Context: an optimization exercise on an open-source flow, tuned for small area and a short achievable clock period. The choices shown serve that exercise and are no tape-out recipe.
The RTL was checked by simulation tests, not by an equivalence proof against the original design.
In runs 1 to 3 and 5 to 10 the design's own scripts or RTL, not TritonCTS, make the clock network.
The clock input has no modelled driver; a real chip could not lean on it and would need a root buffer or a full tree.
Power and IR drop assume default switching activity.

==> design.v <==
module fir_filter #(parameter N = 101) (
    input wire clk,
    input wire reset,
    input wire signed [15:0] x_in,
    output reg signed [15:0] y_out
);
    reg signed [15:0] d0;                   
    reg signed [15:0] dl [1:N-1];           
    reg signed [15:0] d101;                 
    reg full_q;                             
    reg [6:0] cnt;                          
    integer i;
    wire full = (cnt == N);
    always @(posedge clk) begin
        dl[1] <= d0;
        for (i = 2; i < N; i = i + 1)
            dl[i] <= dl[i-1];
        d101 <= dl[N-1];
    end
    always @(posedge clk or posedge reset) begin
        if (reset) begin
            d0 <= 16'd0;
            full_q <= 1'b0;
            y_out <= 16'd0;
            cnt <= 7'd0;
        end else begin
            d0 <= x_in;
            full_q <= full;
            y_out <= d0 + (full_q ? d101 : 16'sd0) - y_out;
            if (!full)
                cnt <= cnt + 7'd1;
        end
    end
endmodule
==> flow/run.sh <==
#!/bin/bash
set -euo pipefail
here=$(cd "$(dirname "$0")" && pwd)
export CTS_ARGS="-sink_clustering_enable -repair_clock_nets -dont_use_dummy_load -buf_list {sky130_fd_sc_hd__clkbuf_16} -sink_clustering_size 40 -sink_clustering_max_diameter 80"
export BUFFER_PORTS_ARGS="-buffer_cell sky130_fd_sc_hd__buf_4"
export SETUP_SLACK_MARGIN=${SETUP_SLACK_MARGIN:-8.6}
export SKIP_CTS_REPAIR_TIMING=1
export POST_CTS_TCL=$here/post_cts.tcl
bash standard.sh MATCH_CELL_FOOTPRINT=0 finish > flow_standard.log 2>&1
==> flow/clock_inv.tcl <==
# Rebuild the clock tree's buffers as inverters (same topology, same places):
# one inverter stage is faster and smaller than a two-stage buffer. Only done
# when every register sees an even number of tree stages.
proc clk_tree_levels {} {
  # Returns a dict: buffer instance name -> level (1 = driven by the port),
  # or {} if the tree is not a plain buffer tree with even depth everywhere.
  set block [ord::get_db_block]
  set net [[$block findBTerm clk] getNet]
  set levels [dict create]
  set frontier [list [list $net 0]]
  while {[llength $frontier]} {
    set next {}
    foreach item $frontier {
      lassign $item n lvl
      foreach it [$n getITerms] {
        if {![$it isInputSignal] && [$it getIoType] ne "INPUT"} { continue }
        set inst [$it getInst]
        set m [[$inst getMaster] getName]
        if {[string match "sky130_fd_sc_hd__clkbuf_*" $m]} {
          dict set levels [$inst getName] [expr {$lvl + 1}]
          set out [[$inst findITerm X] getNet]
          lappend next [list $out [expr {$lvl + 1}]]
        } elseif {[$it getMTerm] ne "NULL" && [[$it getMTerm] getSigType] eq "CLOCK" || [[$it getMTerm] getName] eq "CLK"} {
          if {$lvl % 2 != 0} { puts "clock sink [$inst getName] at odd depth $lvl"; return {} }
        } else {
          puts "clock net feeds [$inst getName] ($m) pin [[$it getMTerm] getName]"
          return {}
        }
      }
    }
    set frontier $next
  }
  return $levels
}

proc clk_swap_inst {name cell} {
  set block [ord::get_db_block]
  set inst [$block findInst $name]
  set loc [$inst getLocation]
  set orient [$inst getOrient]
  set a_net [[$inst findITerm A] getNet]
  set x_net [[$inst findITerm X] getNet]
  odb::dbInst_destroy $inst
  set new [odb::dbInst_create $block [[ord::get_db] findMaster $cell] $name]
  [$new findITerm A] connect $a_net
  [$new findITerm Y] connect $x_net
  $new setOrient $orient
  $new setLocation [lindex $loc 0] [lindex $loc 1]
  $new setPlacementStatus PLACED
}

proc clk_tree_to_inverters {cells} {
  # cells: list of inverter cells by level (the last one is used for deeper levels)
  set levels [clk_tree_levels]
  if {[dict size $levels] == 0} { puts "clock tree left as buffers"; return 0 }
  dict for {name lvl} $levels {
    set i [expr {min($lvl, [llength $cells]) - 1}]
    clk_swap_inst $name [lindex $cells $i]
  }
  puts "clock tree: [dict size $levels] buffers replaced by inverters"
  return 1
}

proc clk_leaf_slew {name} {
  # Largest slew at the clock pins the tree inverter $name drives.
  set w 0
  foreach it [[[[[ord::get_db_block] findInst $name] findITerm Y] getNet] getITerms] {
    if {[$it isInputSignal] || [$it getIoType] eq "INPUT"} {
      set s [get_property [get_pins [[$it getInst] getName]/[[$it getMTerm] getName]] slew_max]
      if {$s > $w} { set w $s }
    }
  }
  return $w
}

proc clk_size_leaves {ladder target rounds} {
  # Resize the last-level tree inverters along $ladder (weakest first) so the
  # slew at every register clock pin stays under $target (ns), using the
  # smallest inverter that does.
  set leaves {}
  foreach inst [[ord::get_db_block] getInsts] {
    set m [[$inst getMaster] getName]
    if {[lsearch $ladder $m] < 0} continue
    set drives_reg 0
    foreach it [[[$inst findITerm Y] getNet] getITerms] {
      if {[[$it getMTerm] getName] eq "CLK"} { set drives_reg 1; break }
    }
    if {$drives_reg} { lappend leaves [$inst getName] }
  }
  for {set r 0} {$r < $rounds} {incr r} {
    estimate_parasitics -placement
    set changed 0
    foreach n $leaves {
      set m [[[[ord::get_db_block] findInst $n] getMaster] getName]
      set i [lsearch $ladder $m]
      set s [clk_leaf_slew $n]
      if {$s > $target && $i < [llength $ladder] - 1} {
        replace_cell $n [lindex $ladder [expr {$i + 1}]]; incr changed
      } elseif {$s < 0.8 * $target && $i > 0} {
        replace_cell $n [lindex $ladder [expr {$i - 1}]]; incr changed
      }
    }
    puts "clock leaf sizing round $r: $changed changed"
    if {$changed == 0} break
  }
}
==> flow/post_cts.tcl <==
# Runs at the end of ORFS's CTS step.

set clk_net [get_nets [[[[ord::get_db_block] findBTerm clk] getNet] getName]]
set root_pins [get_pins -of_objects $clk_net -filter "direction == input"]
if {[llength $root_pins] == 1} {
  set root [get_cells -of_objects [lindex $root_pins 0]]
  set root_out [get_nets -of_objects [get_pins -of_objects $root -filter "direction == output"]]
  set loads [get_pins -of_objects $root_out -filter "direction == input"]
  puts "clock root [get_full_name $root] drives [llength $loads] pins"
  if {[llength $loads] <= 4} {
    set names {}
    foreach p $loads { lappend names [get_full_name $p] }
    set clk_name [get_full_name $clk_net]
    set out_name [get_full_name $root_out]
    foreach p $names {
      disconnect_pin $out_name $p
      connect_pin $clk_name $p
    }
    disconnect_pin $clk_name [get_full_name [lindex $root_pins 0]]
    delete_instance [get_full_name $root]
    delete_net $out_name
    puts "removed clock root buffer"
  }
}

source [file join [file dirname [info script]] clock_inv.tcl]
if {[clk_tree_to_inverters {sky130_fd_sc_hd__inv_16 sky130_fd_sc_hd__inv_12}]} {
  clk_size_leaves {sky130_fd_sc_hd__inv_8 sky130_fd_sc_hd__inv_12 sky130_fd_sc_hd__inv_16} 0.11 6
}

# The input ports have plenty of slack: smaller buffers on x_in.
foreach c [get_cells input*] {
  set in_net [get_nets -of_objects [get_pins [get_full_name $c]/A]]
  if {[string match "x_in*" [get_full_name $in_net]]} {
    replace_cell [get_full_name $c] sky130_fd_sc_hd__buf_2
  }
}

detailed_placement
estimate_parasitics -placement
repair_design
repair_timing -setup -setup_margin $::env(SETUP_SLACK_MARGIN) -repair_tns 100 -verbose
repair_timing -hold -verbose
detailed_placement
check_placement -verbose
estimate_parasitics -placement
report_clock_latency
report_checks -path_delay max -group_path_count 3
==> standard.sh <==
#!/bin/bash
# synth_recipe.tcl (not shown) runs the flow's synth.tcl, then flattens the netlist and writes it again
# the make line also repeats each setting of config.mk as NAME=value (left out here)
make -C /OpenROAD-flow-scripts/flow DESIGN_CONFIG=/design/flow/config.mk WORK_HOME=/design/flow/orfs CLKGATE_MAP_FILE= SYNTH_SCRIPT=/design/flow/synth_recipe.tcl "${@:-finish}"
==> config.mk <==
export PLATFORM = sky130hd
export DESIGN_NAME = fir_filter
export DESIGN_NICKNAME = fir_filter
export VERILOG_FILES = /design/flow/design.v
export SDC_FILE = /design/flow/constraint.sdc
export NUM_CORES = 4
export LEC_CHECK = 0
export CAP_MARGIN = 20
export CORE_MARGIN = 2
export CORE_UTILIZATION = 70
export SLEW_MARGIN = 20
==> constraint.sdc <==
create_clock -name core_clock -period 12.0 [get_ports {clk}]
set_input_delay 2.4000 -clock core_clock [delete_from_list [all_inputs] [get_ports {clk}]]
set_output_delay 2.4000 -clock core_clock [all_outputs]
set_load 0.01 [all_outputs]
==> results.cfg, run 1 <==
[setup_path]
max_stage_delay_ns = 0.42
crit_type = register to output port
path_cells = buf_4
cp.arrival_ns = 0.89
worstSetupStartpointType = register
required_ns = 9.60
endpoint_kind = output port
critPathTopFamily = flip-flops
cp_max_fo = 2
path_depth = 1
cp_num_buf_inv = 1
r2r_cells = 9
cpMaxStageDelayCell = dfrtp_1

[synthesis]
synth_edf_count = 0
async_flop_share_pct = 2.42
syn-instance-count = 1857
ys.warnings.count = 2
post-synth-top-count-cell = dfxtp_1
synth_cell_types = 39
ys_seq_elements = 1656
synth_ff_type = dfxtp_1
synth_top_area_share_pct = 93.0
ys_seq_area_share_pct = 95.8
netlist_area_mm2 = 0.0348
synth_top_area_cell = dfxtp_1
avgSynthCellArea_um2 = 18.7
synthesis.nets = 1908
synth_area_leaders = dfxtp_1, dfrtp_1, fa_1
synth_top_cells_by_count = dfxtp_1, inv_1, dfrtp_1, nand2_1, ha_1

[sta]
setup_viol_count_final = 0
finalCritPeriodShare_pct = 27.4
hold_viol_final = 0
layout_min_cycle_time_ns = 3.29
fmax_mhz = 304
worst_pin_slew_ns = 0.918
slew_violations = 0
final.setup.tns_ns = 0
slew_headroom_pct = 38.8
grt_setup_unrepaired = false
clock_skew_ns = 0.0322

[clock_network]
clock-sinks = 1656
clk_pin_slew_worst_paths_ns = 0.12
insertion_delay_ns = 0.29

[final_layout]
area_growth_pct = 5.57
diodes = 0
nNetsFinal = 1985
drive_gt1_share_pct = 4.30
layout.cells.non_filler = 2596
ff_latch_area_mm2 = 0.0334
multi_input_area_mm2 = 0.00126
n_fill_cell = 2964

[grt]
grtUsageTotal_pct = 13.8
grt_pass1_wl_um = 56300
gr-usage-met1_pct = 22.4
use_met2_pct = 18.9
antenna_found_initial = 1
grt-busiest-layer = met1
grt_start_max_net_pins = 41
met3_usage_pct = 2.65
grt_pass1_vias = 10900
overflow = 0

[routing]
drt_iter0_markers = 534
dr.pass1.iters = 4
ant_nets = 0
drc = 0
routed_wl_um = 35000
vias = 11300
post_drt_via_cell_ratio = 4.35
wl_per_cell_um = 13.5

[flow_run]
maxCapViolCount = 0

[floorplanning]
dieArea_mm2 = 0.0515
ioPinCount = 34
die_w_um = 227
row_count = 81
initial_utilization_pct = 71.0
die_h_um = 227
coreArea_mm2 = 0.0491

[pwr]
leakage_nw = 15.2
power.total_mw = 8.11
vdd_drop_max_uv = 194
p_per_area_mw_per_mm2 = 221

[hold_path]
hold_depth = 0
hold_path.class = register to register

[outcome]
status = complete, no violations

[place]
dp_cells = 2550
dp_hpwl_um = 18500
place.port_buffers = 33
gp_congestion = 0.778
sequential cells by signal, summed over array words and instances (netlist names):
name / count
y_out: 16
dl: 1600
d101: 16
cnt: 7
full_q: 1
d0: 16
through the flow:
step / hold slack [ns] / instance area, um^2 / util, % / worst slack [ns]
floorplan: 0.310 / 34800 / - / 8.68
global placement: 0.310 / 35900 / 73.1 / 8.75
detailed placement: 0.312 / 35900 / 73.1 / 8.72
global route: 0.307 / 36700 / 74.9 / 8.66
finish: 0.305 / 36700 / 74.9 / 8.71
kinds of logic (layout without fill, tap and decap cells):
group	count (synthesis)	count (layout)	share of synthesized area [%]
buffers and inverters	50	125	0.550
AND/OR/NAND/NOR	53	53	0.705
adder cells (fa/ha/maj)	33	33	1.51
multiplexers	2	2	0.0575
XOR/XNOR	18	18	0.493
flip-flops	1656	1656	95.8
AO/OA/AOI/OAI	45	45	0.856
cell usage in the layout, fill, tap and decap left out, types with 2 or more instances in the layout:
master,instances
nand2_1,30
buf_4,17
nor2_1,7
inv_16,45
o21ai_0,9
inv_1,45
nand3_1,4
a31oi_1,2
a211o_1,3
xnor2_1,11
fa_1,15
ha_1,18
a21oi_1,13
dfxtp_1,1616
and3_1,3
xor2_1,6
a21o_1,6
buf_2,16
nand2b_1,2
o211ai_1,2
dfrtp_1,40
mux2i_1,2
o21ai_1,2
per-layer routing:
metal,vias up,wire length (um)
li1,5814,-
met1,5304,19600
met2,113,13300
met3,56,1280
met4,0,791
met5,-,0
final cells by class:
class                   count  share of cell area [%]
flip-flops and latches   1656                    90.8
well taps                 664                    2.26
repair buffers             33                   0.565
multi-input cells         151                    3.43
inverters                  92                    2.97
worst paths after layout:
kind | from | end | slack [ns]
max | y_out[12] | y_out[12] | 8.71
min | dl[16][5] | dl[17][5] | 0.31
max reg2reg | full_q | y_out[14] | 8.82
max in group asynchronous | reset | y_out[6] | 9.10
min in group asynchronous | reset | d0[15] | 2.30
min reg2reg | dl[16][5] | dl[17][5] | 0.31
worst reg2reg max path: stages, from the launching register on:
cell and delay, ns:
dfrtp_1 0.75, nand2_1 0.13, fa_1 0.50, inv_1 0.07
fa_1 0.46, a21o_1 0.23, a311oi_2 0.34, nor2_1 0.17
a31oi_1 0.30, xnor2_1 0.16
report_power, final:
part / leakage (nW) / total, mW / internal, mW / switching, mW
Sequential: 13.8 / 5.74 / 5.68 / 0.0601
Combinational: 0.946 / 0.463 / 0.194 / 0.269
Clock: 0.448 / 1.91 / 0.252 / 1.66
Total: 15.2 / 8.11 / 6.12 / 1.99
==> run 2: changes to the inputs <==
--- a/design.v
+++ b/design.v
@@ -9,7 +9,7 @@
     reg signed [15:0] d101;                 
     reg full_q;                             
-    reg [6:0] cnt;                          
+    reg [6:0] lfsr;                         
     integer i;
-    wire full = (cnt == N);
+    localparam [6:0] LFSR_N = 7'd119;
     always @(posedge clk) begin
         dl[1] <= d0;
@@ -23,11 +23,11 @@
             full_q <= 1'b0;
             y_out <= 16'd0;
-            cnt <= 7'd0;
+            lfsr <= 7'd1;
         end else begin
             d0 <= x_in;
-            full_q <= full;
-            y_out <= d0 + (full_q ? d101 : 16'sd0) - y_out;
-            if (!full)
-                cnt <= cnt + 7'd1;
+            y_out <= d0 + (full_q ? d101 : 16'sd0) + ~y_out + 16'sd1;
+            lfsr <= {lfsr[5:0], lfsr[6] ^ lfsr[5]};
+            if (lfsr == LFSR_N)
+                full_q <= 1'b1;
         end
     end
==> run 2 against run 1 <==
Compared with the run above: hold slack better by 0.012 ns; routed wire length is 2.8% higher; sequential power hardly changed; flip-flop and latch count stayed put; highest routed layer unchanged.
==> results.cfg, run 2 <==
[outcome]
status = complete, no violations

[final_layout]
nNetsFinal = 1929
final_util_pct = 74.8
ff_latch_area_mm2 = 0.0334
area_growth_pct = 5.64
drive_gt1_share_pct = 4.74
multi_input_area_mm2 = 0.00113
regMostFlops = dl
largest_register_ffs = 1600
n_fill_cell = 2889
layout_commonest_cell = dfxtp_1
mostFrequentLayoutCells = dfxtp_1, inv_16, dfrtp_1
layout.cells.non_filler = 2543

[synthesis]
post-synth-top-count-cell = dfxtp_1
synth_top_area_cell = dfxtp_1
synth_top_cells_by_count = dfxtp_1, dfrtp_1, inv_1, ha_1
netlist_area_mm2 = 0.0346
ys.warnings.count = 2
ys_seq_elements = 1656
synth_edf_count = 0
synthesis.nets = 1849
avgSynthCellArea_um2 = 19.2
synth_area_leaders = dfxtp_1, dfrtp_1, fa_1
async_flop_share_pct = 2.42
synth_ff_type = dfxtp_1
syn-instance-count = 1800
ys_seq_area_share_pct = 96.5
synth_cell_types = 37
synth_top_area_share_pct = 93.6

[setup_path]
critPathTopFamily = flip-flops
required_ns = 9.60
cp.arrival_ns = 0.88
reg2reg_slack_ns = 8.93
crit_type = register to output port
worstSetupStartpointType = register
path_depth = 1
reg2reg_from = full_q
r2r_cells = 10
max_stage_delay_ns = 0.45
cp_num_buf_inv = 1
r2r_end = y_out[14]
endpoint = y_out[14]
path_cells = buf_4
cpMaxStageDelayCell = dfrtp_1
critPathLaunch = y_out[14]
endpoint_kind = output port
cp_max_fo = 2

[flow_run]
maxCapViolCount = 0

[floorplanning]
initial_utilization_pct = 70.8
coreArea_mm2 = 0.0488
die_h_um = 226
dieArea_mm2 = 0.0512
ioPinCount = 34
die_w_um = 226
row_count = 81

[pwr]
p_per_area_mw_per_mm2 = 222
swShare_pct = 24.5
comb_power_share_pct = 5.6
power.total_mw = 8.11
clockPowerShare_pct = 23.7
vdd_drop_max_uv = 184
seqPwrFrac_pct = 70.7
leakage_nw = 15.1
intPower_mw = 6.12
p_switching_mw = 1.99

[grt]
grtUsageTotal_pct = 14.4
grt_start_max_net_pins = 41
grt_pass1_vias = 10900
antenna_found_initial = 0
overflow = 0
grt_pass1_wl_um = 57700

[routing]
vias = 11000
post_drt_via_cell_ratio = 4.32
wl_per_cell_um = 14.1
wl_met3_um = 1380
drc = 0
routed.top_layer = met4
ant_nets = 0
drt_iter0_markers = 618
dr.pass1.iters = 4
routed_wl_um = 35900
m1WireLength_um = 19700
met2_wirelength_um = 14100

[clock_network]
clock-sinks = 1656
clk_pin_slew_worst_paths_ns = 0.12
insertion_delay_ns = 0.29

[place]
gp_congestion = 0.756
place.port_buffers = 33
dp_cells = 2496
dp_hpwl_um = 18800

[sta]
layout_min_cycle_time_ns = 3.28
finalCritPeriodShare_pct = 27.3
grt_setup_unrepaired = false
worst_pin_slew_ns = 0.933
final.setup.tns_ns = 0
clock_skew_ns = 0.0304
slew_headroom_pct = 37.8
setup_viol_count_final = 0
fmax_mhz = 305
slew_violations = 0
hold_viol_final = 0
whs_ns = 0.317

[hold_path]
hold_path.class = register to register
-- run 2: cell count changes in the layout (fill, tap and decap cells not counted), moves of 3 or more --
cell,change
a21oi_1,-3
and2_1,+15
inv_1,-22
nand2_1,-28
nand3_1,-3
o21ai_0,-9
-- run 2: final cells by class --
type                       instances  share of cell area [%]
inverter                          70                    2.74
tap                              664                    2.27
sequential                      1656                    91.3
multi-input combinational        119                    3.10
timing repair buffer              33                   0.569
antenna                            1                 0.00685
-- run 2: metrics by stage --
| step | cell area (um^2) | setup slack, ns |
|---|---|---|
| final | 36500 | 8.72 |
| after detailed placement | 35700 | 8.70 |
| after global placement | 35700 | 8.73 |
| after global routing | 36500 | 8.69 |
| after floorplan | 34600 | 8.68 |
-- run 2: how the worst min path moves through the flow --
stage                   to  slack, ns        from  cells past startpoint
2_1_floorplan      d101[0]       0.31  dl[100][0]                      0
3_3_place_gp     dl[19][6]       0.31   dl[18][6]                      0
3_5_place_dp       d101[4]       0.31  dl[100][4]                      0
5_1_grt        dl[100][12]       0.33  dl[99][12]                      0
6_report          dl[2][6]       0.32    dl[1][6]                      0
-- run 2: power by group through the flow --
| stage | clock [mW] | sequential [mW] | combinational (mW) |
|---|---|---|---|
| 2_1_floorplan | 0 | 5.84 | 0.280 |
| 3_3_place_gp | 0 | 5.85 | 0.448 |
| 3_5_place_dp | 0 | 5.85 | 0.454 |
| 5_1_grt | 2.15 | 5.75 | 0.494 |
| 6_report | 1.92 | 5.73 | 0.456 |
-- run 2: kinds of logic after synthesis --
logic type	count (synthesis)	share of synthesized area, %
simple gates	34	0.550
fa+ha+maj	31	1.45
buf+inv	25	0.271
compound gates	38	0.869
xor+xnor	16	0.405
flops	1656	96.5
-- run 2: per-layer routing --
layer  vias up  global-route usage, %
met1      5148                   23.0
li1       5665                      -
met4         0                   3.63
met5         -                      0
met3        60                   2.95
met2       108                   20.4
==> run 3: changes to the inputs <==
--- a/flow/run.sh
+++ b/flow/run.sh
@@ -7,3 +7,4 @@
 export SKIP_CTS_REPAIR_TIMING=1
 export POST_CTS_TCL=$here/post_cts.tcl
+export PRE_IO_PLACEMENT_TCL=$here/pre_io.tcl
 bash standard.sh MATCH_CELL_FOOTPRINT=0 finish > flow_standard.log 2>&1
==> flow/pre_io.tcl (new file) <==
# Keep the data ports together in the middle of the bottom edge, so the
# adder, the output registers and the port buffers sit next to their pins.
set die [[ord::get_db_block] getDieArea]
set w [expr {([$die xMax] - [$die xMin]) / 1000.0}]
set names {}
foreach p [get_ports {x_in[*] y_out[*] reset}] { lappend names [get_full_name $p] }
set_io_pin_constraint -pin_names $names -region "bottom:[expr {0.25 * $w}]-[expr {0.75 * $w}]"
==> run 3 against run 2 <==
Compared with the run above: routed wire length decreased by 4.0%; synthesized cell count unchanged; combinational power decreased by 12%; synthesized area unchanged; power decreased by 0.62%; setup slack improved by 0.050 ns; global-route usage decreased by 0.41 points; flip-flop and latch count unchanged; clock power about the same; via count increased by 0.14%.
==> results.cfg, run 3 <==
[synthesis]
netlist_area_mm2 = 0.0346
synth_area_leaders = dfxtp_1, dfrtp_1, fa_1
ys_seq_area_share_pct = 96.5
synthesis.nets = 1849
synth_top_cells_by_count = dfxtp_1, dfrtp_1, inv_1, ha_1
synth_top_area_share_pct = 93.6
synth_cell_types = 37
syn-instance-count = 1800
synth_top_area_cell = dfxtp_1
ys_seq_elements = 1656
avgSynthCellArea_um2 = 19.2
async_flop_share_pct = 2.42
post-synth-top-count-cell = dfxtp_1
synth_edf_count = 0
ys.warnings.count = 2
synth_ff_type = dfxtp_1

[sta]
setup_ws_ns = 8.77
fmax_mhz = 310
finalCritPeriodShare_pct = 26.9
slew_violations = 0
grt_setup_unrepaired = false
setup_viol_count_final = 0
final.setup.tns_ns = 0
layout_min_cycle_time_ns = 3.23
slew_headroom_pct = 67.3
hold_viol_final = 0
whs_ns = 0.274
clock_skew_ns = 0.0495
worst_pin_slew_ns = 0.491

[routing]
ant_nets = 0
drt_iter0_markers = 451
post_drt_via_cell_ratio = 4.32
dr.pass1.iters = 4
drc = 0
vias = 11000
routed_wl_um = 34500
wl_per_cell_um = 13.6

[final_layout]
area_growth_pct = 5.70
mostFrequentLayoutCells = dfxtp_1, inv_16, dfrtp_1
drive_gt1_share_pct = 4.79
layout_commonest_cell = dfxtp_1
n_fill_cell = 2871
largest_register_ffs = 1600
nNetsFinal = 1931
diodes = 0
regMostFlops = dl

[grt]
grt_pass1_wl_um = 57700
overflow = 0
grt_pass1_vias = 11300
antenna_found_initial = 0
grt_start_max_net_pins = 41
grtUsageTotal_pct = 14.0

[floorplanning]
die_h_um = 226
dieArea_mm2 = 0.0512
die_w_um = 226
coreArea_mm2 = 0.0488
row_count = 81
ioPinCount = 34
initial_utilization_pct = 70.8

[setup_path]
critPathTopFamily = flip-flops
max_stage_delay_ns = 0.41
worstSetupStartpointType = register
cp_num_buf_inv = 1
endpoint_kind = output port
path_cells = buf_4
cpMaxStageDelayCell = dfrtp_1
cp.arrival_ns = 0.83
crit_type = register to output port
required_ns = 9.60
cp_max_fo = 2

[place]
gp_congestion = 0.762
dp_hpwl_um = 16700
place.port_buffers = 33
dp_slack_ns = 8.96

[pwr]
p_per_area_mw_per_mm2 = 220
leakage_nw = 15.1
vdd_drop_max_uv = 186
power.total_mw = 8.06

[flow_run]
maxCapViolCount = 0

[outcome]
status = complete, no violations

[clock_network]
insertion_delay_ns = 0.28
clock-sinks = 1656
clk_pin_slew_worst_paths_ns = 0.12

[hold_path]
hold_path.class = register to register
-- run 3: cell counts after synthesis --
No cell type changed its count.
-- run 3: area by class of cell --
type	instances	area, um^2	area share (%)
Multi-Input combinational cell	119	1130	3.09
Inverter	71	1020	2.79
Tap cell	664	831	2.27
Sequential cell	1656	33400	91.3
Timing Repair Buffer	34	215	0.589
-- run 3: layer usage --
layer | track usage (%) | part of all wire, % | vias to the layer above
li1 | - | - | 5656
met4 | 4.54 | 2.1 | 0
met3 | 2.20 | 2.5 | 50
met1 | 21.4 | 53 | 5221
met5 | 0 | 0 | -
met2 | 20.8 | 42 | 69
-- run 3: logic make-up after synthesis --
logic type | after synthesis | synth area share (%)
flops | 1656 | 96.5
compound gates | 38 | 0.869
simple gates | 34 | 0.550
fa+ha+maj | 31 | 1.45
buf+inv | 25 | 0.271
xor+xnor | 16 | 0.405
-- run 3: worst paths after layout --
path / to / cells past startpoint / slack, ns / startpoint
setup / recovery: y_out[15] / 1 / 8.77 / y_out[15]
hold / removal: dl[7][10] / 0 / 0.27 / dl[6][10]
setup reg to reg: y_out[10] / 10 / 8.93 / full_q
hold reg to reg: dl[7][10] / 0 / 0.27 / dl[6][10]
max in group asynchronous: lfsr[0] / 3 / 9.39 / reset
min in group asynchronous: d0[6] / 3 / 2.22 / reset
-- run 3: per-stage QoR --
step / util (%) / cells / area, um^2
5_1_grt: 74.8 / 2544 / 36500
3_5_place_dp: 73.0 / 2497 / 35700
6_report: 74.8 / 2544 / 36500
2_1_floorplan: - / 1800 / 34600
3_3_place_gp: 73.0 / 2497 / 35700
-- run 3: where the power goes --
part / switching [mW] / internal, mW / total, mW
Clock: 1.67 / 0.255 / 1.92
Sequential: 0.0537 / 5.68 / 5.73
Combinational: 0.212 / 0.190 / 0.403
==> run 4: changes to the inputs <==
--- a/flow/post_cts.tcl
+++ b/flow/post_cts.tcl
@@ -29,9 +29,12 @@
 }
 
-# The input ports have plenty of slack: smaller buffers on x_in.
-foreach c [get_cells input*] {
-  set in_net [get_nets -of_objects [get_pins [get_full_name $c]/A]]
-  if {[string match "x_in*" [get_full_name $in_net]]} {
-    replace_cell [get_full_name $c] sky130_fd_sc_hd__buf_2
+# Port buffers: the smallest buffer is also the fastest one for the light
+# loads here (an output pin's 0.01 pF, an input's flop).
+foreach c [get_cells {input* output*}] {
+  set n [get_full_name $c]
+  if {[string match "output*" $n]} {
+    replace_cell $n sky130_fd_sc_hd__buf_1
+  } elseif {[string match "x_in*" [get_full_name [get_nets -of_objects [get_pins $n/A]]]]} {
+    replace_cell $n sky130_fd_sc_hd__buf_1
   }
 }
--- a/config.mk
+++ b/config.mk
@@ -8,4 +8,4 @@
 export CAP_MARGIN = 20
 export CORE_MARGIN = 2
-export CORE_UTILIZATION = 70
+export CORE_UTILIZATION = 80
 export SLEW_MARGIN = 20
==> run 4 against run 3 <==
Compared with the run above: the run now fails in detailed placement (3_5_place_dp); synthesized area stayed put; synthesized cell count stayed put.
==> results.cfg, run 4 <==
[synthesis]
synth_top_area_cell = dfxtp_1
synth_top_area_share_pct = 93.6
synth_ff_type = dfxtp_1
ys_seq_elements = 1656
synth_cell_types = 37
async_flop_share_pct = 2.42
synth_top_cells_by_count = dfxtp_1, dfrtp_1, inv_1, ha_1
avgSynthCellArea_um2 = 19.2
post-synth-top-count-cell = dfxtp_1
ys_seq_area_share_pct = 96.5
ys.warnings.count = 2
netlist_area_mm2 = 0.0346
synth_edf_count = 0
syn-instance-count = 1800
synth_area_leaders = dfxtp_1, dfrtp_1, fa_1
synthesis.nets = 1849

[floorplanning]
row_count = 76
die_h_um = 212
initial_utilization_pct = 80.6
ioPinCount = 34
die_w_um = 212

[outcome]
flow.stopped_at = detailed placement (3_5_place_dp)
status = stopped before the end
firstError = [ERROR DPL-0033] detailed placement checks failed during check placement.

[place]
dp_hpwl_um = 35900
place.port_buffers = 33
gp_congestion = 0.778
[run 4: worst max path at each step]
stage / endpoint / slack, ns / cells after the start
2_1_floorplan: d0[0] / 8.68 / 1
3_3_place_gp: y_out[15] / 9.08 / 1
[run 4: kinds of logic after synthesis]
logic type,after synthesis,synth area share [%]
AO/OA/AOI/OAI,38,0.869
flip-flops,1656,96.5
adder cells (fa/ha/maj),31,1.45
XOR/XNOR,16,0.405
AND/OR/NAND/NOR,34,0.550
buffers and inverters,25,0.271
[run 4: power by group through the flow]
stage,clock [mW],sequential (mW),combinational (mW)
global placement,0,5.85,0.406
floorplan,0,5.84,0.280
[run 4: through the flow]
step | instances | worst slack (ns) | hold WS [ns]
after floorplan | 1800 | 8.68 | 0.310
after global placement | 2418 | 9.08 | 0.311
==> run 5: changes to the inputs <==
--- a/config.mk
+++ b/config.mk
@@ -8,4 +8,5 @@
 export CAP_MARGIN = 20
 export CORE_MARGIN = 2
-export CORE_UTILIZATION = 80
+export CORE_UTILIZATION = 70
+export PLACE_DENSITY = 0.85
 export SLEW_MARGIN = 20
==> run 5 against run 4 <==
Compared with the run above: now clean on timing, DRC and antenna; synthesized cell count did not move; synthesized area did not move.
==> results.cfg, run 5 <==
[final_layout]
regMostFlops = dl
area_growth_pct = 5.45
layout_commonest_cell = dfxtp_1
layout.cells.non_filler = 2543
nNetsFinal = 1930
diodes = 0
mostFrequentLayoutCells = dfxtp_1, inv_16, dfrtp_1
drive_gt1_share_pct = 3.03
largest_register_ffs = 1600

[routing]
vias = 11400
ant_nets = 0
drt_iter0_markers = 612
wl_per_cell_um = 19.4
drc = 0
dr.pass1.iters = 4
post_drt_via_cell_ratio = 4.49
routed_wl_um = 49400

[grt]
overflow = 0
grt_pass1_wl_um = 77100
grt_start_max_net_pins = 41
antenna_found_initial = 1
grtUsageTotal_pct = 20.4
grt_pass1_vias = 12700

[sta]
layout_min_cycle_time_ns = 3.27
slew_headroom_pct = 66.4
slew_violations = 0
fmax_mhz = 305
grt_setup_unrepaired = false
hold_viol_final = 0
final.setup.tns_ns = 0
worst_pin_slew_ns = 0.504
finalCritPeriodShare_pct = 27.3
setup_viol_count_final = 0
clock_skew_ns = 0.0325

[setup_path]
cp_max_fo = 2
endpoint_kind = output port
cp.arrival_ns = 0.87
cp_num_buf_inv = 1
critPathTopFamily = flip-flops
max_stage_delay_ns = 0.39
path_cells = buf_1
crit_type = register to output port
reg2reg_slack_ns = 8.77
cpMaxStageDelayCell = dfrtp_1
required_ns = 9.60
worstSetupStartpointType = register

[pwr]
vdd_drop_max_uv = 191
leakage_nw = 15.0
p_per_area_mw_per_mm2 = 224

[floorplanning]
coreArea_mm2 = 0.0488
dieArea_mm2 = 0.0512
die_w_um = 226
initial_utilization_pct = 70.8
ioPinCount = 34
row_count = 81
die_h_um = 226

[synthesis]
netlist_area_mm2 = 0.0346
ys.warnings.count = 2
synth_edf_count = 0
async_flop_share_pct = 2.42
ys_seq_elements = 1656
synth_top_area_cell = dfxtp_1
synth_cell_types = 37
synthesis.nets = 1849
synth_ff_type = dfxtp_1
ys_seq_area_share_pct = 96.5
synth_top_cells_by_count = dfxtp_1, dfrtp_1, inv_1, ha_1
syn-instance-count = 1800
synth_top_area_share_pct = 93.6
post-synth-top-count-cell = dfxtp_1
synth_area_leaders = dfxtp_1, dfrtp_1, fa_1
avgSynthCellArea_um2 = 19.2

[hold_path]
hold_path.class = register to register

[clock_network]
clock-sinks = 1656
clk_pin_slew_worst_paths_ns = 0.12
insertion_delay_ns = 0.30

[place]
gp_congestion = 0.793
place.port_buffers = 33
dp_hpwl_um = 26000
dp_cells = 2497

[flow_run]
maxCapViolCount = 0

[outcome]
status = complete, no violations
run 5: through the flow:
step | power, mW | utilization [%] | hold WS (ns) | setup WS (ns) | area [um^2]
floorplan | 6.12 | - | 0.310 | 8.68 | 34600
global placement | 6.25 | 73.0 | 0.312 | 9.08 | 35700
detailed placement | 6.29 | 73.0 | 0.312 | 8.95 | 35700
global route | 8.41 | 74.6 | 0.320 | 8.61 | 36500
finish | 8.16 | 74.6 | 0.313 | 8.73 | 36500
run 5: report_power, final:
part | internal (mW) | switching, mW
registers | 5.68 | 0.0721
logic | 0.176 | 0.257
clock network | 0.254 | 1.72
total | 6.11 | 2.05
run 5: final timing paths:
path / endpoint / from / depth (start not counted)
max in group asynchronous: lfsr[0] / reset / 3
hold reg to reg: dl[9][15] / dl[8][15] / 0
hold / removal: dl[9][15] / dl[8][15] / 0
min in group asynchronous: d0[7] / reset / 3
setup reg to reg: y_out[13] / full_q / 9
setup / recovery: y_out[0] / y_out[0] / 1
run 5: kinds of logic after synthesis:
logic type / count (synthesis) / synth area share, %
fa+ha+maj: 31 / 1.45
xor+xnor: 16 / 0.405
flops: 1656 / 96.5
simple gates: 34 / 0.550
buf+inv: 25 / 0.271
compound gates: 38 / 0.869
run 5: layer usage:
metal / wire (um) / vias up / track usage, % / part of all wire (%)
met1: 19700 / 5528 / 24.5 / 40
li1: - / 5656 / - / -
met4: 1250 / 0 / 5.79 / 2.5
met3: 1220 / 90 / 2.50 / 2.5
met2: 27200 / 156 / 38.5 / 55
met5: 0 / - / 0 / 0
run 5: final cells by class:
type                            instances  area, um^2
Multi-Input combinational cell        119        1130
Fill cell                            2566       12400
Inverter                               70        1010
Timing Repair Buffer                   34         135
Sequential cell                      1656       33400
Tap cell                              664         831
==> run 6: changes to the inputs <==
--- a/config.mk
+++ b/config.mk
@@ -9,4 +9,4 @@
 export CORE_MARGIN = 2
 export CORE_UTILIZATION = 70
-export PLACE_DENSITY = 0.85
+export PLACE_DENSITY = 0.75
 export SLEW_MARGIN = 20
==> run 6 against run 5 <==
Compared with the run above: sequential share of layout area hardly changed; design area about the same; clock skew increased by 0.017 ns; setup slack improved by 0.043 ns; synthesized area is the same; first-iteration DRC count down 17%; global-route usage shrank 4.2 points; hold slack got worse by 0.0097 ns; power down 1.1%; core utilization about the same; flip-flop and latch count did not move; critical endpoint is now y_out[12]; largest cell class unchanged; highest routed layer is now met5.
==> results.cfg, run 6 <==
[routing]
routed_wl_um = 40000
vias = 11200
drt_iter0_markers = 511
dr.pass1.iters = 4
ant_nets = 0
drc = 0
post_drt_via_cell_ratio = 4.40
wl_per_cell_um = 15.7

[synthesis]
synth_top_area_share_pct = 93.6
ys.warnings.count = 2
post-synth-top-count-cell = dfxtp_1
synth_top_cells_by_count = dfxtp_1, dfrtp_1, inv_1, ha_1
synth_compound_area_share_pct = 0.868
synth_top_family_by_area = adder cells
avgSynthCellArea_um2 = 19.2
synth.mux.area_fraction_pct = 0
synth-adder-area-share_pct = 1.45
synth_edf_count = 0
synth_area_leaders = dfxtp_1, dfrtp_1, fa_1
ys_seq_elements = 1656
ys_seq_area_share_pct = 96.5
synth_xor_area_share_pct = 0.405
netlist_area_mm2 = 0.0346
synth_top_area_cell = dfxtp_1
synthesis.nets = 1849
async_flop_share_pct = 2.42
synth_cell_types = 37
synth_ff_type = dfxtp_1
syn-instance-count = 1800
synthSimpleGateAreaFrac_pct = 0.550

[pwr]
leakage_nw = 15.0
power.total_mw = 8.07
vdd_drop_max_uv = 183
p_per_area_mw_per_mm2 = 221

[final_layout]
largest_register_ffs = 1600
layout.cells.non_filler = 2544
layout_commonest_cell = dfxtp_1
final_util_pct = 74.6
nNetsFinal = 1931
diodes = 0
mostFrequentLayoutCells = dfxtp_1, inv_16, dfrtp_1
final_area_mm2 = 0.0365
n_fill_cell = 2741
drive_gt1_share_pct = 3.09
regMostFlops = dl
ff_latch_area_mm2 = 0.0334
area_growth_pct = 5.44
multi_input_area_mm2 = 0.00113

[outcome]
status = complete, no violations

[hold_path]
hold_path.class = register to register

[clock_network]
clk_pin_slew_worst_paths_ns = 0.12
clock-sinks = 1656
insertion_delay_ns = 0.30

[floorplanning]
die_w_um = 226
coreArea_mm2 = 0.0488
initial_utilization_pct = 70.8
die_h_um = 226
ioPinCount = 34
dieArea_mm2 = 0.0512
row_count = 81

[sta]
layout_min_cycle_time_ns = 3.23
final.setup.tns_ns = 0
hold_viol_final = 0
clock_skew_ns = 0.0491
finalCritPeriodShare_pct = 26.9
setup_ws_ns = 8.77
worst_pin_slew_ns = 0.488
grt_setup_unrepaired = false
fmax_mhz = 309
slew_headroom_pct = 67.5
slew_violations = 0
setup_viol_count_final = 0
whs_ns = 0.304

[place]
place.port_buffers = 33
dp_hpwl_um = 18900
dp_cells = 2497
dpl_cell_area_mm2 = 0.0357
gp_congestion = 0.757
dp_slack_ns = 9.00

[setup_path]
crit_type = register to output port
cp_max_fo = 2
cpMaxStageDelayCell = dfrtp_1
worstSetupStartpointType = register
max_stage_delay_ns = 0.42
cp_num_buf_inv = 1
endpoint_kind = output port
path_cells = buf_1
required_ns = 9.60
critPathTopFamily = flip-flops
cp.arrival_ns = 0.83

[grt]
grt_pass1_vias = 11900
antenna_found_initial = 2
grt_start_max_net_pins = 41
overflow = 0
grtUsageTotal_pct = 16.2
grt_pass1_wl_um = 64200

[flow_run]
maxCapViolCount = 0
-- run 6: changes by cell type in the layout (fill, tap and decap cells not counted), sizes merged --
cell and delta:
inv +1
-- run 6: layout make-up --
cell class              count  area share, %
inverters                  71           2.77
repair buffers             34          0.371
multi-input cells         119           3.10
flip-flops and latches   1656           91.5
well taps                 664           2.28
-- run 6: kinds of logic (layout without fill, tap and decap cells) --
logic type / count (synthesis) / after routing
xor+xnor: 16 / 16
fa+ha+maj: 31 / 31
flops: 1656 / 1656
compound gates: 38 / 38
buf+inv: 25 / 105
simple gates: 34 / 34
-- run 6: worst paths after layout --
path	slack, ns	cells past startpoint	to	startpoint
setup / recovery	8.77	1	y_out[12]	y_out[12]
hold / removal	0.30	0	dl[23][1]	dl[22][1]
setup reg to reg	8.90	9	y_out[13]	full_q
hold reg to reg	0.30	0	dl[23][1]	dl[22][1]
max in group asynchronous	9.39	3	lfsr[0]	reset
min in group asynchronous	2.22	3	d0[6]	reset
-- run 6: power breakdown --
part / switching [mW] / internal, mW / total [mW] / leakage [nW]
registers: 0.0608 / 5.68 / 5.74 / 13.8
logic: 0.225 / 0.170 / 0.395 / 0.713
clock network: 1.69 / 0.253 / 1.94 / 0.450
-- run 6: routing by layer --
layer	share of wire (%)	vias up	GRT usage, %
met1	48	5350	22.4
li1	-	5657	-
met4	2.8	2	5.52
met2	47	96	26.7
met5	0.018	-	0
met3	2.4	83	2.35
==> run 7: changes to the inputs <==
--- a/config.mk
+++ b/config.mk
@@ -9,4 +9,3 @@
 export CORE_MARGIN = 2
 export CORE_UTILIZATION = 70
-export PLACE_DENSITY = 0.75
 export SLEW_MARGIN = 20
==> run 7 against run 6 <==
Compared with the run above: still clean; routed wire length shrank 14%; first-iteration DRC count is 11% lower; combinational power fell by 4%; critical path depth is the same; largest power group unchanged.
==> results.cfg, run 7 <==
[final_layout]
layout.cells.non_filler = 2544
drive_gt1_share_pct = 3.09
final_area_mm2 = 0.0365
diodes = 0
largest_register_ffs = 1600
mostFrequentLayoutCells = dfxtp_1, inv_16, dfrtp_1
final_util_pct = 74.7
layout_commonest_cell = dfxtp_1
nNetsFinal = 1931
regMostFlops = dl
area_growth_pct = 5.47
n_fill_cell = 2892

[synthesis]
synth_cell_types = 37
synth_area_leaders = dfxtp_1, dfrtp_1, fa_1
synthesis.nets = 1849
syn-instance-count = 1800
avgSynthCellArea_um2 = 19.2
ys_seq_area_share_pct = 96.5
async_flop_share_pct = 2.42
synth_ff_type = dfxtp_1
synth_top_cells_by_count = dfxtp_1, dfrtp_1, inv_1, ha_1
netlist_area_mm2 = 0.0346
post-synth-top-count-cell = dfxtp_1
ys.warnings.count = 2
ys_seq_elements = 1656
synth_top_area_cell = dfxtp_1
synth_edf_count = 0
synth_top_area_share_pct = 93.6

[grt]
grt_pass1_wl_um = 57700
antenna_found_initial = 0
grt_pass1_vias = 11300
overflow = 0
grt_start_max_net_pins = 41
grtUsageTotal_pct = 14.0

[floorplanning]
initial_utilization_pct = 70.8
coreArea_mm2 = 0.0488
die_w_um = 226
dieArea_mm2 = 0.0512
die_h_um = 226
ioPinCount = 34
row_count = 81

[setup_path]
endpoint_kind = output port
critPathLaunch = y_out[15]
max_stage_delay_ns = 0.39
critPathTopFamily = flip-flops
crit_type = register to output port
reg2reg_slack_ns = 8.93
reg2reg_from = full_q
worstSetupStartpointType = register
cp_num_buf_inv = 1
r2r_cells = 10
required_ns = 9.60
cp_max_fo = 2
cp.arrival_ns = 0.81
path_depth = 1
path_cells = buf_1
cpMaxStageDelayCell = dfrtp_1
r2r_end = y_out[10]
endpoint = y_out[15]

[routing]
routed_wl_um = 34500
drc = 0
wl_per_cell_um = 13.6
dr.pass1.iters = 4
vias = 11000
post_drt_via_cell_ratio = 4.32
ant_nets = 0
drt_iter0_markers = 453

[pwr]
leakage_nw = 15.0
p_per_area_mw_per_mm2 = 220
vdd_drop_max_uv = 186
power.total_mw = 8.04

[sta]
final.setup.tns_ns = 0
finalCritPeriodShare_pct = 26.8
clock_skew_ns = 0.0495
setup_viol_count_final = 0
fmax_mhz = 311
grt_setup_unrepaired = false
slew_headroom_pct = 67.3
slew_violations = 0
worst_pin_slew_ns = 0.491
hold_viol_final = 0
layout_min_cycle_time_ns = 3.21

[place]
dp_cells = 2497
gp_congestion = 0.762
place.port_buffers = 33
dp_hpwl_um = 16700
dpl_cell_area_mm2 = 0.0357

[hold_path]
hp-start = dl[6][10]
hold_path.class = register to register

[clock_network]
clk_pin_slew_worst_paths_ns = 0.12
clock-sinks = 1656
insertion_delay_ns = 0.28

[flow_run]
maxCapViolCount = 0

[outcome]
status = complete, no violations
-- run 7: cell counts after synthesis --
No cell type changed its count.
-- run 7: per-stage QoR --
step	hold WS (ns)	worst slack, ns
floorplan	0.310	8.68
global placement	0.313	9.08
detailed placement	0.312	8.96
global route	0.282	8.75
finish	0.274	8.79
-- run 7: logic make-up after synthesis --
logic type | after synthesis | share of synthesized area, %
compound gates | 38 | 0.869
buf+inv | 25 | 0.271
xor+xnor | 16 | 0.405
flops | 1656 | 96.5
fa+ha+maj | 31 | 1.45
simple gates | 34 | 0.550
-- run 7: power breakdown --
group          switching [mW]  total [mW]  internal [mW]
logic                   0.212       0.380          0.168
registers              0.0530        5.73           5.68
clock network            1.67        1.92          0.255
total                    1.93        8.04           6.10
-- run 7: worst min path at each step --
| stage | to | slack, ns | depth (start not counted) |
|---|---|---|---|
| 2_1_floorplan | d101[0] | 0.31 | 0 |
| 3_5_place_dp | dl[26][15] | 0.31 | 0 |
| 3_3_place_gp | dl[94][1] | 0.31 | 0 |
| 6_report | dl[7][10] | 0.27 | 0 |
| 5_1_grt | dl[11][12] | 0.28 | 0 |
-- run 7: layout make-up --
cell class | instances | area [um^2] | share of cell area [%]
Sequential cell | 1656 | 33400 | 91.5
Timing Repair Buffer | 34 | 135 | 0.371
Inverter | 71 | 1020 | 2.79
Multi-Input combinational cell | 119 | 1130 | 3.10
Tap cell | 664 | 831 | 2.28
-- run 7: metal layers --
layer | up-vias | GRT usage [%] | routed length (um)
li1 | 5656 | - | -
met2 | 69 | 20.8 | 14500
met1 | 5220 | 21.4 | 18400
met4 | 0 | 4.54 | 736
met5 | - | 0 | 0
met3 | 50 | 2.20 | 871
==> run 8: changes to the inputs <==
==> flow/run.sh (replaced) <==
#!/bin/bash
set -euo pipefail
here=$(cd "$(dirname "$0")" && pwd)
export CTS_ARGS="-sink_clustering_enable -repair_clock_nets -dont_use_dummy_load -buf_list {sky130_fd_sc_hd__clkbuf_16} -sink_clustering_size 45 -sink_clustering_max_diameter 80"
export BUFFER_PORTS_ARGS="-buffer_cell sky130_fd_sc_hd__buf_4"
export SETUP_SLACK_MARGIN=${SETUP_SLACK_MARGIN:-8.6}
export SKIP_CTS_REPAIR_TIMING=1
export POST_CTS_TCL=$here/post_cts.tcl
export PRE_IO_PLACEMENT_TCL=$here/pre_io.tcl
bash standard.sh MATCH_CELL_FOOTPRINT=0 finish > flow_standard.log 2>&1
==> run 8 against run 7 <==
Compared with the run above: die area unchanged; fmax increased by 0.86%; first-iteration DRC count down 4.0%; combinational power is essentially flat; synthesized area did not move; sequential power about the same.
==> results.cfg, run 8 <==
[pwr]
vdd_drop_max_uv = 163
leakage_nw = 14.9
power.total_mw = 7.96
p_per_area_mw_per_mm2 = 219

[sta]
grt_setup_unrepaired = false
setup_viol_count_final = 0
clock_skew_ns = 0.0352
fmax_mhz = 314
hold_viol_final = 0
worst_pin_slew_ns = 0.490
finalCritPeriodShare_pct = 26.5
slew_violations = 0
final.setup.tns_ns = 0
whs_ns = 0.313
layout_min_cycle_time_ns = 3.19
setup_ws_ns = 8.81
slew_headroom_pct = 67.3

[floorplanning]
die_w_um = 226
die_h_um = 226
ioPinCount = 34
row_count = 81
initial_utilization_pct = 70.8
dieArea_mm2 = 0.0512
coreArea_mm2 = 0.0488

[setup_path]
critPathTopFamily = flip-flops
required_ns = 9.60
max_stage_delay_ns = 0.40
endpoint_kind = output port
cp_num_buf_inv = 1
path_cells = buf_1
cp.arrival_ns = 0.79
cp_max_fo = 2
cpMaxStageDelayCell = dfrtp_1
crit_type = register to output port
worstSetupStartpointType = register

[final_layout]
final_area_mm2 = 0.0364
final_util_pct = 74.5
area_growth_pct = 5.19
layout_commonest_cell = dfxtp_1
diodes = 0
drive_gt1_share_pct = 2.83
largest_register_ffs = 1600
n_fill_cell = 2924
layout.cells.non_filler = 2539
regMostFlops = dl
mostFrequentLayoutCells = dfxtp_1, inv_16, dfrtp_1
nNetsFinal = 1926

[grt]
grt_pass1_vias = 10900
overflow = 0
grt_pass1_wl_um = 55000
antenna_found_initial = 0
grtUsageTotal_pct = 13.3
grt_start_max_net_pins = 46

[routing]
dr.pass1.iters = 4
ant_nets = 0
vias = 10900
drt_iter0_markers = 435
post_drt_via_cell_ratio = 4.29
routed_wl_um = 33000
wl_per_cell_um = 13.0
drc = 0

[synthesis]
post-synth-top-count-cell = dfxtp_1
synth_top_cells_by_count = dfxtp_1, dfrtp_1, inv_1, ha_1
avgSynthCellArea_um2 = 19.2
ys.warnings.count = 2
async_flop_share_pct = 2.42
synth_edf_count = 0
netlist_area_mm2 = 0.0346
synth_area_leaders = dfxtp_1, dfrtp_1, fa_1
syn-instance-count = 1800
synth_ff_type = dfxtp_1
ys_seq_area_share_pct = 96.5
synth_cell_types = 37
synth_top_area_cell = dfxtp_1
synthesis.nets = 1849
ys_seq_elements = 1656
synth_top_area_share_pct = 93.6

[place]
place.port_buffers = 33
dp_slack_ns = 8.96
gp_congestion = 0.762
dp_cells = 2497
dp_hpwl_um = 16700
dpl_cell_area_mm2 = 0.0357

[outcome]
status = complete, no violations

[clock_network]
clk_pin_slew_worst_paths_ns = 0.12
insertion_delay_ns = 0.27
clock-sinks = 1656

[flow_run]
maxCapViolCount = 0

[hold_path]
hold_path.class = register to register
-- run 8: cell types whose count changed in the layout (fill, tap and decap cells not counted), sizes merged --
cell and delta:
inv -5
-- run 8: where the power goes --
| part | switching [mW] | total, mW | internal, mW | leakage [nW] |
|---|---|---|---|---|
| Combinational | 0.213 | 0.381 | 0.168 | 0.713 |
| Sequential | 0.0511 | 5.73 | 5.68 | 13.8 |
| Clock | 1.62 | 1.85 | 0.229 | 0.406 |
-- run 8: final cells by class --
type / count / area (um^2) / area share (%)
inverter: 66 / 923 / 2.54
tap: 664 / 831 / 2.28
multi-input combinational: 119 / 1130 / 3.11
sequential: 1656 / 33400 / 91.7
timing repair buffer: 34 / 135 / 0.372
-- run 8: metal layers --
layer | vias to the layer above | global-route usage [%] | share of wire (%)
met5 | - | 0 | 0
met3 | 49 | 2.70 | 2.8
li1 | 5637 | - | -
met1 | 5134 | 21.2 | 56
met2 | 66 | 18.7 | 40
met4 | 0 | 3.50 | 2.0
-- run 8: kinds of logic after synthesis --
family / Yosys count / synth area share [%]
xor+xnor: 16 / 0.405
simple gates: 34 / 0.550
compound gates: 38 / 0.869
fa+ha+maj: 31 / 1.45
flops: 1656 / 96.5
buf+inv: 25 / 0.271
-- run 8: final timing paths --
check                             to  cells past startpoint  startpoint  slack [ns]
hold reg to reg            dl[12][0]                      0   dl[11][0]        0.31
setup reg to reg           y_out[10]                     10      full_q        8.93
max in group asynchronous    lfsr[0]                      3       reset        9.37
min in group asynchronous      d0[6]                      3       reset        2.24
setup / recovery            y_out[7]                      1    y_out[7]        8.81
hold / removal             dl[12][0]                      0   dl[11][0]        0.31
-- run 8: worst register-to-register path, cell delays in order, from the launching register on --
cell	delay, ns
dfrtp_1	0.53
and2_1	0.23
fa_1	0.54
inv_1	0.07
fa_1	0.44
nand2b_1	0.18
a21oi_1	0.31
o41ai_4	0.14
o21bai_2	0.17
a211oi_1	0.10
a211oi_1	0.24
==> run 9: changes to the inputs <==
==> flow/run.sh (replaced) <==
#!/bin/bash
set -euo pipefail
here=$(cd "$(dirname "$0")" && pwd)
export CTS_ARGS="-sink_clustering_enable -repair_clock_nets -dont_use_dummy_load -buf_list {sky130_fd_sc_hd__clkbuf_16} -sink_clustering_size 40 -sink_clustering_max_diameter 60"
export BUFFER_PORTS_ARGS="-buffer_cell sky130_fd_sc_hd__buf_4"
export SETUP_SLACK_MARGIN=${SETUP_SLACK_MARGIN:-8.6}
export SKIP_CTS_REPAIR_TIMING=1
export POST_CTS_TCL=$here/post_cts.tcl
export PRE_IO_PLACEMENT_TCL=$here/pre_io.tcl
bash standard.sh MATCH_CELL_FOOTPRINT=0 finish > flow_standard.log 2>&1
==> run 9 against run 8 <==
Compared with the run above: register-to-register slack about the same; cell count up 0.35%; die area unchanged; setup slack worse by 0.014 ns; flip-flop and latch count unchanged; fmax down 0.44%; first-iteration DRC count up 11%; largest cell class unchanged; critical endpoint is now y_out[14]; global-route usage up 0.42 points; clock power up 6%; routed wire length up 3.3%; synthesized cell count unchanged; combinational power about the same.
==> results.cfg, run 9 <==
[setup_path]
crit_type = register to output port
cp_max_fo = 2
required_ns = 9.60
endpoint_kind = output port
worstSetupStartpointType = register
critPathTopFamily = flip-flops
r2r_cells = 10
path_depth = 1
max_stage_delay_ns = 0.41
cpMaxStageDelayCell = dfrtp_1
cp.arrival_ns = 0.80
cp_num_buf_inv = 1
path_cells = buf_1

[synthesis]
ys_seq_elements = 1656
synth_cell_types = 37
synthesis.nets = 1849
synth_ff_type = dfxtp_1
ys.warnings.count = 2
synth_edf_count = 0
synth_top_area_share_pct = 93.6
netlist_area_mm2 = 0.0346
synth_top_area_cell = dfxtp_1
post-synth-top-count-cell = dfxtp_1
synth_area_leaders = dfxtp_1, dfrtp_1, fa_1
avgSynthCellArea_um2 = 19.2
ys_seq_area_share_pct = 96.5
syn-instance-count = 1800
async_flop_share_pct = 2.42
synth_top_cells_by_count = dfxtp_1, dfrtp_1, inv_1, ha_1

[floorplanning]
coreArea_mm2 = 0.0488
dieArea_mm2 = 0.0512
row_count = 81
die_h_um = 226
die_w_um = 226
ioPinCount = 34
initial_utilization_pct = 70.8

[sta]
layout_min_cycle_time_ns = 3.20
slew_headroom_pct = 67.1
slew_violations = 0
fmax_mhz = 313
final.setup.tns_ns = 0
finalCritPeriodShare_pct = 26.7
hold_viol_final = 0
clock_skew_ns = 0.0571
setup_viol_count_final = 0
worst_pin_slew_ns = 0.493
grt_setup_unrepaired = false

[final_layout]
area_growth_pct = 5.61
diodes = 0
drive_gt1_share_pct = 3.29
final_area_mm2 = 0.0365
layout_commonest_cell = dfxtp_1
final_util_pct = 74.8
nNetsFinal = 1935
largest_register_ffs = 1600
mostFrequentLayoutCells = dfxtp_1, inv_16, dfrtp_1
regMostFlops = dl

[routing]
dr.pass1.iters = 4
post_drt_via_cell_ratio = 4.32
vias = 11000
wl_per_cell_um = 13.4
drc = 0
drt_iter0_markers = 483
ant_nets = 0
routed_wl_um = 34100

[hold_path]
hold_path.class = register to register
hold_depth = 0

[pwr]
leakage_nw = 15.0
p_per_area_mw_per_mm2 = 221
vdd_drop_max_uv = 197

[grt]
grt_pass1_wl_um = 56500
grtUsageTotal_pct = 13.7
antenna_found_initial = 0
grt_start_max_net_pins = 41
grt_pass1_vias = 11100
overflow = 0

[place]
dp_hpwl_um = 16700
gp_congestion = 0.762
dpl_cell_area_mm2 = 0.0357
place.port_buffers = 33

[flow_run]
maxCapViolCount = 0

[outcome]
status = complete, no violations

[clock_network]
clock-sinks = 1656
insertion_delay_ns = 0.29
clk_pin_slew_worst_paths_ns = 0.12
-- run 9: cell counts after synthesis --
Identical to the previous run, type by type.
-- run 9: path summary, 6_finish.rpt --
path,slack [ns],start,to
min in group asynchronous,2.23,reset,lfsr[5]
max in group asynchronous,9.38,reset,lfsr[0]
hold reg to reg,0.29,dl[3][3],dl[4][3]
hold / removal,0.29,dl[3][3],dl[4][3]
setup / recovery,8.80,y_out[14],y_out[14]
setup reg to reg,8.92,full_q,y_out[10]
-- run 9: metal layers --
layer | part of all wire, % | global-route usage (%) | vias to the layer above
met3 | 2.8 | 2.42 | 69
met5 | 0 | 0 | -
li1 | - | - | 5662
met1 | 54 | 21.3 | 5192
met4 | 2.6 | 4.65 | 0
met2 | 41 | 19.7 | 81
-- run 9: cell families (layout without fill, tap and decap cells) --
family	count (synthesis)	count (layout)	share of synthesized area, %
xor gates and xnor gates	16	16	0.405
adders and majority gates	31	31	1.45
buffers and inverters	25	109	0.271
and+or+nand+nor	34	34	0.550
AOI/OAI and AO/OA	38	38	0.869
DFF	1656	1656	96.5
-- run 9: cell type report --
cell class | count | area (um^2)
sequential | 1656 | 33400
fill | 2888 | 12300
multi-input combinational | 119 | 1130
inverter | 75 | 1070
tap | 664 | 831
timing repair buffer | 34 | 135
-- run 9: power by group --
| part | switching [mW] | internal, mW |
|---|---|---|
| Clock | 1.70 | 0.267 |
| Combinational | 0.214 | 0.168 |
| Sequential | 0.0521 | 5.68 |
-- run 9: per-stage QoR --
step / setup slack (ns) / instances / hold slack (ns) / power (mW)
2_1_floorplan: 8.68 / 1800 / 0.310 / 6.12
5_1_grt: 8.74 / 2548 / 0.307 / 8.38
6_report: 8.80 / 2548 / 0.290 / 8.07
3_3_place_gp: 9.08 / 2497 / 0.313 / 6.24
3_5_place_dp: 8.96 / 2497 / 0.312 / 6.25
==> run 10: changes to the inputs <==
==> flow/run.sh (replaced) <==
#!/bin/bash
set -euo pipefail
here=$(cd "$(dirname "$0")" && pwd)
export CTS_ARGS="-sink_clustering_enable -repair_clock_nets -dont_use_dummy_load -buf_list {sky130_fd_sc_hd__clkbuf_16} -sink_clustering_size 42 -sink_clustering_max_diameter 80"
export BUFFER_PORTS_ARGS="-buffer_cell sky130_fd_sc_hd__buf_4"
export SETUP_SLACK_MARGIN=${SETUP_SLACK_MARGIN:-8.6}
export SKIP_CTS_REPAIR_TIMING=1
export POST_CTS_TCL=$here/post_cts.tcl
export PRE_IO_PLACEMENT_TCL=$here/pre_io.tcl
bash standard.sh MATCH_CELL_FOOTPRINT=0 finish > flow_standard.log 2>&1
==> run 10 against run 9 <==
Compared with the run above: flip-flop and latch count unchanged; still clean; fmax about the same; cell count decreased by 0.24%; synthesized cell count unchanged; synthesized area unchanged.
==> results.cfg, run 10 <==
[outcome]
status = complete, no violations

[routing]
post_drt_via_cell_ratio = 4.31
drt_iter0_markers = 411
routed_wl_um = 33000
drc = 0
vias = 10900
dr.pass1.iters = 4
ant_nets = 0
wl_per_cell_um = 13.0

[place]
gp_congestion = 0.762
dp_hpwl_um = 16700
place.port_buffers = 33

[final_layout]
mostFrequentLayoutCells = dfxtp_1, inv_16, dfrtp_1
final_util_pct = 74.6
drive_gt1_share_pct = 2.98
n_fill_cell = 2911
largest_register_ffs = 1600
regMostFlops = dl
nNetsFinal = 1929
area_growth_pct = 5.35
layout_commonest_cell = dfxtp_1
diodes = 0

[synthesis]
async_flop_share_pct = 2.42
synth_top_area_cell = dfxtp_1
synth_edf_count = 0
synth_cell_types = 37
syn-instance-count = 1800
ys_seq_area_share_pct = 96.5
avgSynthCellArea_um2 = 19.2
synth_top_area_share_pct = 93.6
ys_seq_elements = 1656
synth_area_leaders = dfxtp_1, dfrtp_1, fa_1
post-synth-top-count-cell = dfxtp_1
synth_top_cells_by_count = dfxtp_1, dfrtp_1, inv_1, ha_1
netlist_area_mm2 = 0.0346
ys.warnings.count = 2
synthesis.nets = 1849
synth_ff_type = dfxtp_1

[setup_path]
crit_type = register to output port
cp_max_fo = 2
worstSetupStartpointType = register
path_cells = buf_1
reg2reg_slack_ns = 8.92
r2r_end = y_out[10]
reg2reg_from = full_q
cp_num_buf_inv = 1
critPathTopFamily = flip-flops
cpMaxStageDelayCell = dfrtp_1
cp.arrival_ns = 0.80
required_ns = 9.60
endpoint_kind = output port
r2r_cells = 10
max_stage_delay_ns = 0.41

[clock_network]
clock-sinks = 1656
insertion_delay_ns = 0.28
clk_pin_slew_worst_paths_ns = 0.11

[pwr]
clockPowerShare_pct = 23.6
swShare_pct = 23.8
p_per_area_mw_per_mm2 = 219
seqPwrFrac_pct = 71.7
intPower_mw = 6.09
p_switching_mw = 1.90
comb_power_share_pct = 4.7
leakage_nw = 14.9
vdd_drop_max_uv = 176

[sta]
slew_violations = 0
worst_pin_slew_ns = 0.499
fmax_mhz = 313
final.setup.tns_ns = 0
grt_setup_unrepaired = false
clock_skew_ns = 0.0490
setup_viol_count_final = 0
slew_headroom_pct = 66.7
hold_viol_final = 0
layout_min_cycle_time_ns = 3.20
finalCritPeriodShare_pct = 26.7

[grt]
grt_pass1_vias = 11000
overflow = 0
antenna_found_initial = 0
grt_pass1_wl_um = 55900
grt_start_max_net_pins = 43
grtUsageTotal_pct = 13.5

[floorplanning]
row_count = 81
ioPinCount = 34
coreArea_mm2 = 0.0488
dieArea_mm2 = 0.0512
die_h_um = 226
die_w_um = 226
initial_utilization_pct = 70.8

[hold_path]
hp-start = dl[3][3]
hold_path.class = register to register
worstHoldEndpoint = dl[4][3]
hold_depth = 0

[flow_run]
maxCapViolCount = 0
run 10: cell counts after synthesis:
No cell type changed its count.
run 10: power groups by stage:
stage	Combinational [mW]	Sequential (mW)	Clock, mW
finish	0.379	5.73	1.88
global route	0.419	5.75	2.13
floorplan	0.280	5.84	0
detailed placement	0.405	5.85	0
global placement	0.397	5.85	0
run 10: cell type report:
type | count | area [um^2] | share of cell area, %
inverter | 69 | 978 | 2.69
sequential | 1656 | 33400 | 91.6
multi-input combinational | 119 | 1130 | 3.10
tap | 664 | 831 | 2.28
timing repair buffer | 34 | 135 | 0.371
run 10: cells by family (layout without fill, tap and decap cells):
family | after synthesis | after routing | synth area share, %
buffers and inverters | 25 | 103 | 0.271
adders and majority gates | 31 | 31 | 1.45
xor gates and xnor gates | 16 | 16 | 0.405
AOI/OAI and AO/OA | 38 | 38 | 0.869
and+or+nand+nor | 34 | 34 | 0.550
DFF | 1656 | 1656 | 96.5
run 10: metrics by stage:
stage	instances	total power, mW	setup slack (ns)	hold slack (ns)	instance area (um^2)
global route	2542	8.30	8.75	0.297	36400
finish	2542	7.99	8.80	0.287	36400
global placement	2497	6.24	9.08	0.313	35700
floorplan	1800	6.12	8.68	0.310	34600
detailed placement	2497	6.25	8.96	0.312	35700
run 10: worst max path at each step:
stage	startpoint	to	slack, ns	depth (start not counted)
3_3_place_gp	y_out[15]	y_out[15]	9.08	1
6_report	y_out[15]	y_out[15]	8.80	1
3_5_place_dp	full_q	y_out[10]	8.96	10
5_1_grt	y_out[15]	y_out[15]	8.75	1
2_1_floorplan	reset	d0[0]	8.68	1
run 10: metal layers:
metal  up-vias  GRT usage [%]  share of wire [%]
met5         -              0                  0
met4         0           3.74                2.3
met3        54           2.81                2.8
met2        72           19.1                 40
met1      5169           21.3                 54
li1       5653              -                  -

## afterwards: timing with drivers on the ports
Ports are ideal in the flow. The routed layouts listed here were re-timed in OpenROAD. Step 1 assumes that a clkbuf_16 drives the clock port and a buf_2 every other input. Step 2, shift: input delay + t, output delay - t, t = (earliest + latest rising clock arrival at the registers) / 2. This alone moves slack from input paths to output paths. a / b / c = ideal ports / drivers / drivers and shift; a / b = the first two.
| run | t (ns) | setup WS [ns] | worst slew at a driven data input, ns |
|---|---|---|---|
| run 1 | 0.500 | 8.715 / 8.486 / 8.805 | 0.03 |
| run 2 | 0.501 | 8.721 / 8.492 / 8.782 | 0.08 |
| run 3 | 0.483 | 8.771 / 8.546 / 8.931 | 0.04 |
| run 5 | 0.506 | 8.726 / 8.496 / 8.772 | 0.07 |
| run 6 | 0.499 | 8.768 / 8.544 / 8.902 | 0.05 |
| run 7 | 0.483 | 8.787 / 8.563 / 8.931 | 0.04 |
| run 8 | 0.485 | 8.815 / 8.587 / 8.930 | 0.04 |
| run 9 | 0.495 | 8.801 / 8.575 / 8.916 | 0.04 |
| run 10 | 0.488 | 8.801 / 8.575 / 8.922 | 0.04 |
After both steps every run listed still meets setup and hold. Setup slack includes reset recovery checks.
